This is an optimization exercise on Yosys and OpenROAD, whose aim is small area, a short achievable clock period and few clock cycles, not a production implementation. At most, simulation tests tie the RTL to the original design; equivalence was not proved.

==> flow/design.v (excerpt) <==
module Milestone_1 (
		input logic Clock_50,
		input logic Resetn,
		input logic M1_Start,
		input logic [15:0] SRAM_read_data,
		output logic M1_Finish,
		output logic [15:0] M1_write_data,
		output logic [17:0] M1_address,
		output logic M1_we_n
);
Settings: LEC_CHECK=0, CAP_MARGIN=20, CORE_MARGIN=2, CORE_UTILIZATION=40, PLACE_DENSITY=0.6, SLEW_MARGIN=20; clock period 12.0 ns.
standard.sh (not shown) runs the stock make flow with config.mk's settings and CLKGATE_MAP_FILE= SYNTH_SCRIPT=/design/flow/synth_recipe.tcl, a recipe that flattens the netlist after the stock synthesis.
==> flow/flow/run.sh <==
#!/bin/bash
# Standard layout, but with timing repair aiming for extra setup slack
# (the clock period and constraints stay the design's).
set -euo pipefail
MARGIN=${MARGIN:-8}
bash standard.sh SETUP_SLACK_MARGIN=$MARGIN finish > standard_flow.log 2>&1
The starting point completed with no timing, DRC or antenna violations.
Edit:
==> flow/flow/run.sh (replaced) <==
#!/bin/bash
# Standard layout, but with timing repair aiming for extra setup slack
# (the clock period and constraints stay the design's).
set -euo pipefail
MARGIN=${MARGIN:-10}
bash standard.sh SETUP_SLACK_MARGIN=$MARGIN finish > standard_flow.log 2>&1
The changed run completed without violations.
Count of clock-buffer cells in the layout decreases by 8.
Final area came out higher by 15%.
Final cell count rises by 5.5%.
Wire length went up by 15%.
Hold slack barely changes.
Worst setup slack gets worse by 0.064 ns.
Die area is unchanged.
Via count rises by 9.3%.
Core utilization rose by 7.0 points.
No run of this note included a check of the RTL's function; only the layout flow was run.

* * *

== v51 ==
Milestone_1, a different RTL version from the one above (not shown whole).
For scale: roughly 390 flip-flops, ~55 I/O pins, about 25000 um2 of cells after synthesis.
Settings: LEC_CHECK=0, CAP_MARGIN=20, CORE_MARGIN=2, CORE_UTILIZATION=40, PLACE_DENSITY=0.6, SLEW_MARGIN=20; clock period 12.0 ns.
==> flow/flow/run.sh <==
#!/bin/bash
# Standard layout with two changes to how it is made (the clock period and
# constraints stay the design's): timing repair aims for extra setup slack,
# and the port buffers are plain buffers (buf_2) rather than the resizer's
# default pick.
set -euo pipefail
MARGIN=${MARGIN:-8.5}
bash standard.sh SETUP_SLACK_MARGIN=$MARGIN "BUFFER_PORTS_ARGS=-buffer_cell sky130_fd_sc_hd__buf_2" finish > standard_flow.log 2>&1
v51 closes out successfully: all stages finished, all timing, DRC and antenna checks passed.
Testbench counts of v51, summed over its fixed seeds: cycles 774,760.
Modified inputs, v56 compared to v51
- changing CORE_UTILIZATION from 40 to 60
- changing PLACE_DENSITY from 0.6 to 0.75
diff --git a/flow/flow/run.sh b/flow/flow/run.sh
--- a/flow/flow/run.sh
+++ b/flow/flow/run.sh
@@ -7 +7 @@
-MARGIN=${MARGIN:-8.5}
+MARGIN=${MARGIN:-8}
==> run summary <==
The run with more setup slack is v51; v56 has less. Routed via count: v51 and v56 compared, higher one is v56. v56 gives less total length of routed wires than v51 did.
--- input diff v56..v53 ---
- PLACE_DENSITY: 0.75 -> 0.85
- CORE_UTILIZATION: 60 -> 70
Results
- Final cell count without fillers: v53 vs v56 down about 2%
- v53: final-layout clock-cell area share is 0.27 points higher than what v56 reported.
For v17, these inputs were changed with respect to v53:
- CORE_UTILIZATION now 40, was 70
- PLACE_DENSITY now 0.6, was 0.85
--- outcome ---
v17: no failed stages, no open violations at the end
met1 wire length in v17 is about 15% above v53.
The worst path setup slack after routing of v17 exceeds that of v53 by 0.13 ns.
Re data arrival at the endpoint of the critical path: v53 was higher than v17.
[diff] post-route cell area, v17 relative to v53: regression
Sort v17 and v53 by area growth from synthesis to final layout, ascending, and v53 comes first.
What v29 does differently from v17 at the input level:
- CTS_CLUSTER_SIZE: unset -> 30
- CTS_BUF_LIST: unset -> sky130_fd_sc_hd__clkbuf_8
==> run summary <==
Looking at detailed route wirelength on metal2, v29 sits 520 um above v17. On storage element area, v29 and v17 are neck and neck. In v29 the all-layer global routing usage turned out 0.27 points higher than in v17. NOTE number of clock buffers inserted by TritonCTS v17->v29 increased by more than half. v17 has lower non-filler instance count after layout than v29. In the metrics for v29 and v17, the one carrying the lower total setup buffers inserted after CTS is v17. v29 against v17: area overhead of the layout relative to synthesis fell by 0.90 points; share of final layout cell area taken by non-clock buffers now sits at about the same level. v29 — shortest clock period the worst path allows after layout 0.078 ns higher, v17 as reference.
### v29 -> v58
- CTS_BUF_LIST removed (was sky130_fd_sc_hd__clkbuf_8)
- CTS_CLUSTER_SIZE removed (was 30)
diff --git a/flow/flow/run.sh b/flow/flow/run.sh
--- a/flow/flow/run.sh
+++ b/flow/flow/run.sh
@@ -7 +7 @@
-MARGIN=${MARGIN:-8}
+MARGIN=${MARGIN:-9}
Notes after the runs:
v58 against v29: clock-buffer cell count lower, met1 layer usage reported by global route higher, routed length on met1 higher, number of hold violations in the final report roughly the same.
In the flow results for v58 and v29, the clock latency reported for the late side of the worst-skew pair is smaller on v58.
Per the comparison of v58 with v29, final clock skew shows a reduction of 0.0071 ns; largest net degree at the start of global routing decreased 3.4%; number of cells in the finished layout apart from fillers rose 82.

* * *

== job 5061 ==
Another version of the RTL of Milestone_1 (not shown whole).
Size: roughly 2200 cells after synthesis, roughly 350 flip-flops.
==> flow/config.mk <==
export PLATFORM = sky130hd
export DESIGN_NAME = Milestone_1
export DESIGN_NICKNAME = Milestone_1
export VERILOG_FILES = /design/flow/design.v
export SDC_FILE = /design/flow/constraint.sdc
export NUM_CORES = 4
export LEC_CHECK = 0
export CAP_MARGIN = 20
export CORE_MARGIN = 2
export CORE_UTILIZATION = 40
export PLACE_DENSITY = 0.6
export SLEW_MARGIN = 20
==> flow/constraint.sdc <==
create_clock -name core_clock -period 12.0 [get_ports {Clock_50}]
set_input_delay 2.4000 -clock core_clock [delete_from_list [all_inputs] [get_ports {Clock_50}]]
set_output_delay 2.4000 -clock core_clock [all_outputs]
set_load 0.01 [all_outputs]
==> flow/flow/run.sh <==
#!/bin/bash
# Standard layout, but with timing repair aiming for extra setup slack
# (the clock period and constraints stay the design's).
set -euo pipefail
MARGIN=${MARGIN:-8}
bash standard.sh SETUP_SLACK_MARGIN=$MARGIN finish > standard_flow.log 2>&1
Job 5061 ended with every stage complete and zero timing, DRC or antenna violations.
Testbench counts of job 5061, summed over its fixed seeds: cycles 773,792.
Edits applied to the flow inputs when going from job 5061 to job 7055:
-- flow/flow/run.sh --
<<< job 5061, line 5
MARGIN=${MARGIN:-8}
>>> job 7055, line 5
MARGIN=${MARGIN:-7}
Results
Setup slack: job 7055 lower than job 5061
Per the comparison of job 7055 with job 5061, fill cell instance count of the final layout saw an increase; wire length after detailed routing moved down.
Inputs modified between job 7055 and job 7788:
Settings: setting ABC_CLOCK_PERIOD_IN_PS to 4000 for the first time.
-- flow/flow/run.sh --
<<< job 7055, line 5
MARGIN=${MARGIN:-7}
>>> job 7788, line 5
MARGIN=${MARGIN:-8}
--- outcome ---
- Footprint of the multi-input gates for job 7788 is higher than for job 7055.
- Job 7788 vs. job 7055: number of buffer and inverter stages on the critical path increased by 4 relative to the old numbers, wire length of the first global-routing pass rose by 3300 µm, post-route minimum period fell by 0.21 ns.
- Job 7788 gives more total detailed-routing wirelength than job 7055 did.
- Comparing job 7788 and job 7055, the lower post-layout instance count excluding filler cells is on job 7055.
- Run comparison: job 7055 launch point of the worst path hy[7]; job 7788 launch point of the worst path hy[6]
- Compared with job 7055, in job 7788 sequential fraction of the synthesis area stayed essentially flat; synthesized-area fraction occupied by xor and xnor cells stayed essentially flat; utilization rose by 2.2 points.

* * *

Milestone_1, a different RTL version from the one above (not shown whole).
Size: about 2,300 cells after synthesis, ~390 flip-flops, ~0.025 mm² of cells after synthesis.
clock: 12.0 ns
lec_check: 0
cap_margin: 20
core_margin: 2
core_utilization: 40
place_density: 0.6
slew_margin: 20
==> flow/flow/run.sh <==
#!/bin/bash
# Standard layout with two changes to how it is made (the clock period and
# constraints stay the design's): timing repair aims for extra setup slack,
# and the port buffers are plain buffers (buf_2) rather than the resizer's
# default pick.
set -euo pipefail
MARGIN=${MARGIN:-8.4}
bash standard.sh SETUP_SLACK_MARGIN=$MARGIN "BUFFER_PORTS_ARGS=-buffer_cell sky130_fd_sc_hd__buf_2" finish > standard_flow.log 2>&1
Testbench counts at the start, summed over its fixed seeds: cycles 774,760.
Rerun with:
--- a/flow/flow/run.sh
+++ b/flow/flow/run.sh
@@ -6,3 +6,3 @@
 set -euo pipefail
-MARGIN=${MARGIN:-8.4}
+MARGIN=${MARGIN:-8.5}
 bash standard.sh SETUP_SLACK_MARGIN=$MARGIN "BUFFER_PORTS_ARGS=-buffer_cell sky130_fd_sc_hd__buf_2" finish > standard_flow.log 2>&1
=>
- The new run finished clean
- flip-flop and latch count is unchanged
- sequential share of layout area went up by 0.32 points
- count of clock-buffer cells in the layout went up by 7
- setup slack gets worse by 0.023 ns
Rerun with:
--- a/flow/flow/run.sh
+++ b/flow/flow/run.sh
@@ -6,3 +6,3 @@
 set -euo pipefail
-MARGIN=${MARGIN:-8.5}
+MARGIN=${MARGIN:-8.25}
 bash standard.sh SETUP_SLACK_MARGIN=$MARGIN "BUFFER_PORTS_ARGS=-buffer_cell sky130_fd_sc_hd__buf_2" finish > standard_flow.log 2>&1
Global-route usage falls by 0.17 points.
Sequential cell count stays the same.
Rerun with:
--- a/flow/flow/run.sh
+++ b/flow/flow/run.sh
@@ -6,3 +6,3 @@
 set -euo pipefail
-MARGIN=${MARGIN:-8.25}
+MARGIN=${MARGIN:-8}
 bash standard.sh SETUP_SLACK_MARGIN=$MARGIN "BUFFER_PORTS_ARGS=-buffer_cell sky130_fd_sc_hd__buf_2" finish > standard_flow.log 2>&1
Settings changed: CORE_UTILIZATION 40 to 55, PLACE_DENSITY 0.6 to 0.7.
Outcome:
- via count barely changes
- flip-flop and latch count does not change
- wire length drops by 3.4%
- die area goes down by 27%
- non-clock buffer count shrinks by 18
- area after synthesis stays the same

* * *

Starting RTL as in the previous note.
## Milestone_1
module Milestone_1 (
		input logic Clock_50,
		input logic Resetn,
		input logic M1_Start,
		input logic [15:0] SRAM_read_data,
		output logic M1_Finish,
		output logic [15:0] M1_write_data,
		output logic [17:0] M1_address,
		output logic M1_we_n
);
==> flow/config.mk <==
export PLATFORM = sky130hd
export DESIGN_NAME = Milestone_1
export DESIGN_NICKNAME = Milestone_1
export VERILOG_FILES = /design/flow/design.v
export SDC_FILE = /design/flow/constraint.sdc
export NUM_CORES = 4
export LEC_CHECK = 0
export CAP_MARGIN = 20
export CORE_MARGIN = 2
export CORE_UTILIZATION = 40
export PLACE_DENSITY = 0.6
export SLEW_MARGIN = 20
==> flow/constraint.sdc <==
create_clock -name core_clock -period 12.0 [get_ports {Clock_50}]
set_input_delay 2.4000 -clock core_clock [delete_from_list [all_inputs] [get_ports {Clock_50}]]
set_output_delay 2.4000 -clock core_clock [all_outputs]
set_load 0.01 [all_outputs]
==> flow/flow/run.sh <==
#!/bin/bash
# Standard layout with two changes to how it is made (the clock period and
# constraints stay the design's): timing repair aims for extra setup slack,
# and the port buffers are plain buffers (buf_2) rather than the resizer's
# default pick.
set -euo pipefail
MARGIN=${MARGIN:-8.35}
bash standard.sh SETUP_SLACK_MARGIN=$MARGIN "BUFFER_PORTS_ARGS=-buffer_cell sky130_fd_sc_hd__buf_2" finish > standard_flow.log 2>&1
The baseline finished with timing, DRC and antenna clean.
Testbench counts at the start, summed over its fixed seeds: cycles 774,760.
Change:
--- a/flow/flow/run.sh
+++ b/flow/flow/run.sh
@@ -7 +7 @@
-MARGIN=${MARGIN:-8.35}
+MARGIN=${MARGIN:-8}
After rerunning: The new run ran to the end with no violations; core utilization drops by 0.92 points; synthesized cell count does not change; clock skew stays flat; non-clock buffer count goes down by 19; worst hold slack is better by 0.0081 ns; flip-flop and latch count stays the same; setup slack loses 0.15 ns; sequential share of layout area rose by 0.57 points.
Change:
--- a/flow/flow/run.sh
+++ b/flow/flow/run.sh
@@ -7 +7 @@
-MARGIN=${MARGIN:-8}
+MARGIN=${MARGIN:-8.1}
The new run completed without violations.
Cell count does not change.
Clock-buffer cell count decreases by 1.
Via count increases by 0.96%.
Final area is about the same.
Routed wire length came out higher by 2.7%.
Setup slack gets better by 0.092 ns.
Change:
--- a/flow/flow/run.sh
+++ b/flow/flow/run.sh
@@ -7 +7 @@
-MARGIN=${MARGIN:-8.1}
+MARGIN=${MARGIN:-7.75}
Outcome: Global-route usage is lower by 0.28 points.

* * *

== oak ==
Another version of the RTL of Milestone_1 (not shown whole).
For scale: roughly 2300 cells after synthesis, ~340 flip-flops, roughly 55 I/O pins, roughly 25000 sq um of cells after synthesis.
==> flow/config.mk <==
export PLATFORM = sky130hd
export DESIGN_NAME = Milestone_1
export DESIGN_NICKNAME = Milestone_1
export VERILOG_FILES = /design/flow/design.v
export SDC_FILE = /design/flow/constraint.sdc
export NUM_CORES = 4
export LEC_CHECK = 0
export CAP_MARGIN = 20
export CORE_MARGIN = 2
export CORE_UTILIZATION = 40
export PLACE_DENSITY = 0.6
export SLEW_MARGIN = 20
==> flow/constraint.sdc <==
create_clock -name core_clock -period 12.0 [get_ports {Clock_50}]
set_input_delay 2.4000 -clock core_clock [delete_from_list [all_inputs] [get_ports {Clock_50}]]
set_output_delay 2.4000 -clock core_clock [all_outputs]
set_load 0.01 [all_outputs]
==> flow/flow/run.sh <==
#!/bin/bash
# Standard layout, but with timing repair aiming for extra setup slack
# (the clock period and constraints stay the design's).
set -euo pipefail
MARGIN=${MARGIN:-8}
bash standard.sh SETUP_SLACK_MARGIN=$MARGIN finish > standard_flow.log 2>&1
For pine, these inputs were changed with respect to oak:
==> flow/run.sh (new file) <==
#!/bin/bash
# synth_recipe.tcl (not shown) runs the flow's synth.tcl, then flattens the netlist and writes it again
# the make line also repeats each setting of config.mk as NAME=value (left out here)
make -C /OpenROAD-flow-scripts/flow DESIGN_CONFIG=/design/flow/config.mk WORK_HOME=/design/flow/orfs CLKGATE_MAP_FILE= SYNTH_SCRIPT=/design/flow/synth_recipe.tcl finish
removed: flow/flow/run.sh
removed: flow/standard.sh
--- outcome ---
STATUS max-slew headroom at the worst pin: pine loses against oak. Cmp pine vs oak: fmax lower in pine. Looking only at time the worst path needs with I/O delays and setup, and setting everything else aside, the lower value of oak and pine goes to oak. Routed wire length (pine over oak): decrease, 1.5%. Per the comparison of pine with oak, met3 usage about even; number of buffer and inverter stages on the critical path rose 2.
Function was not checked in any run of this note: the RTL went through the layout flow alone.

## separate check: timing with driven ports
The results above use ideal ports. As a check the final layouts listed here were re-extracted and re-timed, cells and wires unchanged. Step 1 sets driving cells, clkbuf_16 on the clock port and buf_2 on the other inputs (assumed; they add their load-dependent delay and slew). Step 2 also shifts input and output timing later by t, the mid clock arrival at the registers, as if the neighbouring blocks saw the same clock. Slacks: no drivers / after step 1 / after step 2; pairs: no drivers / after step 1.
run	t, ns	setup WS [ns]	worst setup path at the end	worst register clock-pin slew, ns	pins driven straight from the clock port
the first run of note 1	0.616	7.524 / 7.524 / 7.524	register to register	0.07 / 0.07	1
the second run of note 1	0.629	7.460 / 7.460 / 7.460	register to register	0.07 / 0.07	1
v51	0.650	8.178 / 8.178 / 8.178	register to register	0.07 / 0.07	1
v56	0.623	7.992 / 7.992 / 7.992	register to register	0.06 / 0.06	1
v53	0.631	7.988 / 7.988 / 7.988	register to register	0.07 / 0.07	1
v17	0.633	8.116 / 8.116 / 8.116	register to register	0.06 / 0.06	1
v29	0.704	8.038 / 8.038 / 8.038	register to register	0.07 / 0.07	1
v58	0.639	8.165 / 8.165 / 8.165	register to register	0.06 / 0.06	1
job 5061	0.628	7.387 / 7.387 / 7.387	register to register	0.07 / 0.07	1
job 7055	0.619	7.182 / 7.182 / 7.182	register to register	0.07 / 0.07	1
job 7788	0.628	7.387 / 7.387 / 7.387	register to register	0.07 / 0.07	1
the first run of note 4	0.639	8.299 / 8.299 / 8.237	input to register	0.07 / 0.07	1
the second run of note 4	0.631	8.277 / 8.277 / 8.277	register to register	0.07 / 0.07	1
the third run of note 4	0.636	8.307 / 8.307 / 8.249	input to register	0.06 / 0.06	1
the fourth run of note 4	0.607	8.126 / 8.126 / 8.126	register to register	0.07 / 0.07	1
the first run of note 5	0.643	8.269 / 8.269 / 8.168	input to register	0.07 / 0.07	1
the second run of note 5	0.619	8.121 / 8.121 / 8.121	register to register	0.06 / 0.06	1
the third run of note 5	0.629	8.212 / 8.212 / 8.212	register to register	0.06 / 0.06	1
the fourth run of note 5	0.633	7.974 / 7.974 / 7.974	register to register	0.07 / 0.07	1
oak	0.615	7.525 / 7.525 / 7.525	register to register	0.06 / 0.06	1
pine	0.620	6.827 / 6.827 / 6.827	register to register	0.07 / 0.07	1
After both steps every run listed still meets setup and hold. For the first run of note 5, which loses most, drivers alone change the setup slack by 0.000 ns; drivers and shift together by -0.101 ns.
